Source: an optimization exercise on an open RTL-to-GDS flow (aim: a short achievable clock period, few clock cycles per item and low power). Production flows keep margins and buffers that such runs may drop. No functional check of the RTL was part of any run shown here.

==> flow/design.v (outline; a module is shown in full before it is edited, if it fits) <==
// module PID_controller: 1666 lines
// module pid_fa: 4 lines
// module pid_ha: 4 lines
module PID_controller #(
    parameter W = 16,
    parameter signed MAX_VAL = 32767,
    parameter signed MIN_VAL = -32768
)(
    input logic clk,
    input logic reset_n,
    input  logic signed [W-1:0] s_axi_tdata,
    input  logic s_axi_tvalid,
    output logic s_axi_tready,
    input  logic signed [W-1:0] Kp, Ki, Kd,
    input  logic signed [W-1:0] setpoint,
    output logic [W-1:0] m_axi_tdata,
    output logic m_axi_tvalid,
    input  logic m_axi_tready
);
  // ...
==> flow/run.sh <==
#!/bin/bash
# synth_recipe.tcl (not shown) runs the flow's synth.tcl, then flattens the netlist and writes it again
# the make line also repeats each setting of config.mk as NAME=value (left out here)
make -C /OpenROAD-flow-scripts/flow DESIGN_CONFIG=/design/flow/config.mk WORK_HOME=/design/flow/orfs CLKGATE_MAP_FILE= SYNTH_SCRIPT=/design/flow/synth_recipe.tcl finish
==> flow/config.mk <==
export PLATFORM = sky130hd
export DESIGN_NAME = PID_controller
export DESIGN_NICKNAME = PID_controller
export VERILOG_FILES = /design/flow/design.v
export SDC_FILE = /design/flow/constraint.sdc
export NUM_CORES = 4
export LEC_CHECK = 0
export CAP_MARGIN = 20
export CORE_MARGIN = 2
export CORE_UTILIZATION = 40
export CTS_CLUSTER_DIAMETER = 70
export CTS_CLUSTER_SIZE = 25
export SETUP_SLACK_MARGIN = 3.7
export SLEW_MARGIN = 20
export SYNTH_HIERARCHICAL = 1
export SYNTH_MINIMUM_KEEP_SIZE = 0
==> flow/constraint.sdc <==
create_clock -name core_clock -period 7.5 [get_ports {clk}]
set_input_delay 1.5000 -clock core_clock [delete_from_list [all_inputs] [get_ports {clk}]]
set_output_delay 1.5000 -clock core_clock [all_outputs]
set_load 0.01 [all_outputs]
==> run_results.csv, run 1 <==
group,metric,value,unit
layout,area_share_nonclk_buffers,3.46,%
floorplan,initial_core_util,40.2,%
hold_path,min-delay-path-class,"flop to flop",
layout,fin_util,44.5,%
timing,clock.fmax,0.261,GHz
setup_path,critPathCapture,"acc[33]",
logic_synthesis,yosys.area_share.simple,4.13,%
outcome,run_status,"finished clean",
logic_synthesis,synth_most_common_cell,"xnor2_1",
setup_path,critPathTopFamily,"adder cells",
grt,grtUsageMet3,2.74,%
detailed_routing,wire_per_inst,20.1,µm
layout,regArea,14700,µm²
timing,hold_violations,0,
layout,reg.largest.list,"acc (34), ib (34)",
detailed_routing,antenna_left,0,
layout,inv_count,264,
layout,clkbuf_count,46,
setup_path,cp-startpoint,"acc[16]",
timing,worst_slew_pin_slew,1110,ps
timing,whs,489,ps
setup_path,crit_path_max_fanout,15,
logic_synthesis,synthAdderAreaFrac,28.7,%
setup_path,path_depth,14,
layout,multiInputGateArea,24600,µm²
layout,clockNetworkAreaShare,3.38,%
floorplan,die_area,105000,µm²
setup_path,path_cells,"ha_2, fa_1, ha_2, inv_2, fa_2, nor2_2, nand3_1, nor4b_2, nand3_2, a311o_1, a21o_4, buf_12, nor3b_4, xor2_1",
cts,cts_buffers,41,
logic_synthesis,netlist_top_cells_area,"edfxtp_1 24%, fa_1 20%, xnor2_1 11%, ha_1 8.3%, dfxtp_1 7.1%",
detailed_routing,drt-pass1-iter-count,6,
layout,num-multi-input-gates,2468,
setup_path,worst_path_max_delay_cell,"fa_1",
layout,fillers,9321,
setup_path,slowest_delay,570,ps
==> inputs of run 2 (changes only) <==
--- a/flow/config.mk
+++ b/flow/config.mk
@@ -12,3 +12,3 @@
 export CTS_CLUSTER_SIZE = 25
-export SETUP_SLACK_MARGIN = 3.7
+export SETUP_SLACK_MARGIN = 4.1
 export SLEW_MARGIN = 20
==> run_results.csv, run 2 <==
group,metric,value,unit
floorplan,die_h,323,µm
layout,area_delta_synth_final,17.0,%
logic_synthesis,synthCells,3508,
grt,first_global_vias,27100,
layout,fin_nets,4365,
logic_synthesis,muxShareOfSynthArea,0.779,%
cts,cts_max_level,2,
cts,clock_sinks,550,
outcome,run_status,"finished clean",
cts,clk_path_buf_depth,3,
layout,fillers,9105,
place,dp_slack,2950,ps
timing,period_needed,3830,ps
job,drv_cap,0,
detailed_routing,vias,26800,
cts,cts_buffers,42,
timing,setup_viol,0,
logic_synthesis,synth_flop_cell,"edfxtp_1",
layout,layout_commonest_cell,"xnor2_1",
grt,grt_antenna_before_repair,2,
logic_synthesis,synth_most_common_cell,"xnor2_1",
setup_path,crit_type,"flop to flop",
logic_synthesis,netlist_top_cells_area,"edfxtp_1 24%, fa_1 20%, xnor2_1 11%, ha_1 8.3%, dfxtp_1 7.1%",
layout,fin_util,47.0,%
setup_path,startpoint_type,"flop",
timing,skew,31.6,ps
logic_synthesis,yosys.area_share.simple,4.13,%
timing,slew_headroom,30.9,%
logic_synthesis,synth-seq-cells,550,
timing,slew_viol_final,0,
setup_path,worst_path_max_delay_cell,"fa_1",
detailed_routing,drt_wl_total,106,mm
timing,timing.final.crit_share,51.1,%
floorplan,die_w,323,µm
setup_path,critPathCaptureType,"flop",
setup_path,path_cells,"ha_1, fa_1, ha_2, inv_2, fa_2, nor2_1, nand3_1, nor4b_2, nand3_2, a311o_1, a21o_4, buf_6, buf_16, nor3b_2, a21o_1",
logic_synthesis,syn-cell-area,40800,µm²
detailed_routing,route.detailed.drc,0,
logic_synthesis,yosysTopAreaCell,"edfxtp_1",
grt,grt_max_degree,199,
logic_synthesis,synth-compound-area-share,12.3,%
cts,cts_root_buffer,"clkbuf_16",
logic_synthesis,syn_avg_cell_area,11.6,µm²
timing,whs,485,ps
detailed_routing,antenna_left,0,
logic_synthesis,async_flop_share,13.5,%
layout,final_cell_mix,"509 x xnor2_1, 361 x fa_1, 332 x edfxtp_1",
setup_path,crit_path_max_fanout,7,
setup_path,crit_buf_inv,3,
timing,setup_ws,3670,ps
detailed_routing,viasPerCell,5.36,
place,io_buffers,101,
setup_path,critPathRequiredTime,8050,ps
grt,grt_pass1_wl,161,mm
logic_synthesis,synthAdderAreaFrac,28.7,%
place,gp_congestion,0.843,
timing,rsz0062_at_grt,"yes",
floorplan,core,101000,µm²
logic_synthesis,netlist_top_cells_count,"527 x xnor2_1, 417 x fa_1, 332 x edfxtp_1",
logic_synthesis,yosysUniqueCellTypes,74,
floorplan,ioPinCount,102,
cts,clk_latency,610,ps
setup_path,critPathArrivalTime,4380,ps
grt,grt.total_usage,20.0,%
floorplan,fp-row-count,117,
floorplan,die_area,105000,µm²
place,place_hpwl,74.7,mm
cts,cts_tree,"yes",
detailed_routing,drt_iter0_drc,2246,
logic_synthesis,synth_top_family_by_area,"adder cells",
timing,clock.fmax,0.261,GHz
cts,path_clk_slew,90,ps
hold_path,min-delay-path-class,"flop to flop",
detailed_routing,drt-pass1-iter-count,6,
floorplan,initial_core_util,40.2,%
detailed_routing,wire_per_inst,21.3,µm
logic_synthesis,seq_area_frac_synth,36.1,%
grt,grt_overflow,0,
logic_synthesis,yosys_warnings,7,
setup_path,slowest_delay,540,ps
logic_synthesis,synth_xor_area_share,13.1,%
layout,drive_gt1_share,15.9,%
setup_path,critPathTopFamily,"adder cells",
logic_synthesis,synth-edff-count,332,
timing,hold_violations,0,
setup_path,reg2reg_slack,3670,ps
layout,reg.largest.list,"acc (34), ib (34)",
timing,worst_slew_pin_slew,1040,ps
timing,fin_tns_setup,0,ps
logic_synthesis,synth_top_area_share,24.4,%
## run 2: cell counts after synthesis
No cell type changed its count.
## run 2: final timing paths
| check | from | depth (start not counted) | to |
|---|---|---|---|
| max | acc[17] | 15 | acc[31] |
| min | e0[12] | 2 | e0[12] |
| max reg2reg | acc[17] | 15 | acc[31] |
| min reg2reg | e0[12] | 2 | e0[12] |
| max in group asynchronous | reset_n | 2 | acc[21] |
| min in group asynchronous | reset_n | 1 | e1[13] |
## run 2: cell type report
class / count / area, µm² / area share [%]
clock inverters: 33 / 450 / 0.944
diodes: 1 / 2.50 / 0.00524
flip-flops and latches: 550 / 14700 / 30.9
repair inverters: 3 / 22.5 / 0.0472
inverters: 264 / 1070 / 2.23
multi-input cells: 2470 / 25700 / 53.8
repair buffers: 263 / 2950 / 6.17
clock buffers: 44 / 1080 / 2.26
well taps: 1368 / 1710 / 3.59
## run 2: worst register-to-register path, stage by stage, from the launching register on
cell	delay [ps]
dfrtp_1	410
ha_1	330
fa_1	540
ha_2	190
inv_2	40
fa_2	430
nor2_1	110
nand3_1	100
nor4b_2	250
nand3_2	200
a311o_1	340
a21o_4	290
buf_6	150
buf_16	140
nor3b_2	160
a21o_1	100
## run 2: cells by family (layout without fill, tap and decap cells)
kind of cell / after synthesis / count (layout)
DFF: 550 / 550
buffers and inverters: 515 / 607
muxes: 28 / 29
adders and majority gates: 687 / 687
AOI/OAI and AO/OA: 760 / 760
and+or+nand+nor: 360 / 361
xor gates and xnor gates: 607 / 607
other: 1 / 27
## run 2: routing by layer
layer	track usage [%]	vias to the layer above	share of wire (%)
li1	-	12300	-
met1	27.7	13300	43
met2	32.4	986	47
met3	3.32	177	6.9
met4	5.49	2	3.0
met5	0	-	0.012
## run 2: stage by stage
| step | area [µm²] | cells |
|---|---|---|
| floorplan | 41000 | 3533 |
| global placement | 42800 | 4769 |
| detailed placement | 42800 | 4769 |
| CTS | 46300 | 4939 |
| global route | 47700 | 4995 |
| finish | 47700 | 4996 |
## run 2: per-module statistics from Yosys, one instance, submodules excluded
module | flops+latches | area, µm² | cells inside
pid_fa | 0 | 20.0 | 1
pid_ha | 0 | 12.5 | 1
PID_controller | 550 | 31800 | 3026
## run 2: what timing repair did
| item | CTS | global route |
|---|---|---|
| setup buffers | 83 | 46 |
| pin swaps | 67 | 86 |
| hold buffers | 0 | 0 |
| resized for setup | 235 | 202 |
| cloned | 10 | 9 |
| endpoints found under the setup margin | 179 | 156 |

==> re-timing with driven ports <==
No port has a modelled driver above. Below, the same layouts with a new extraction and two added sets of constraints. Step 1, drivers: a clkbuf_16 drives clk and a buf_2 each remaining input, both assumed. Step 2 adds t to the input delays and takes it off the output delays; t is the mean of the earliest and latest rising clock arrival at the registers after step 1. Input paths then give back, and output paths get back, about the clock's delay inside the block. Slacks: ideal / step 1 / step 2; pairs: ideal / step 1.
| run | shift t [ns] | slack for setup (ns) | clock arrival spread, ns |
|---|---|---|---|
| run 1 | 0.665 | 3.672 / 3.672 / 3.182 | 0.030 / 0.030 |
| run 2 | 0.663 | 3.669 / 3.669 / 3.557 | 0.034 / 0.034 |
After both steps setup and hold are still met in every run listed. For run 1, which loses most, drivers alone change the setup slack by 0.000 ns; drivers and shift together by -0.490 ns.
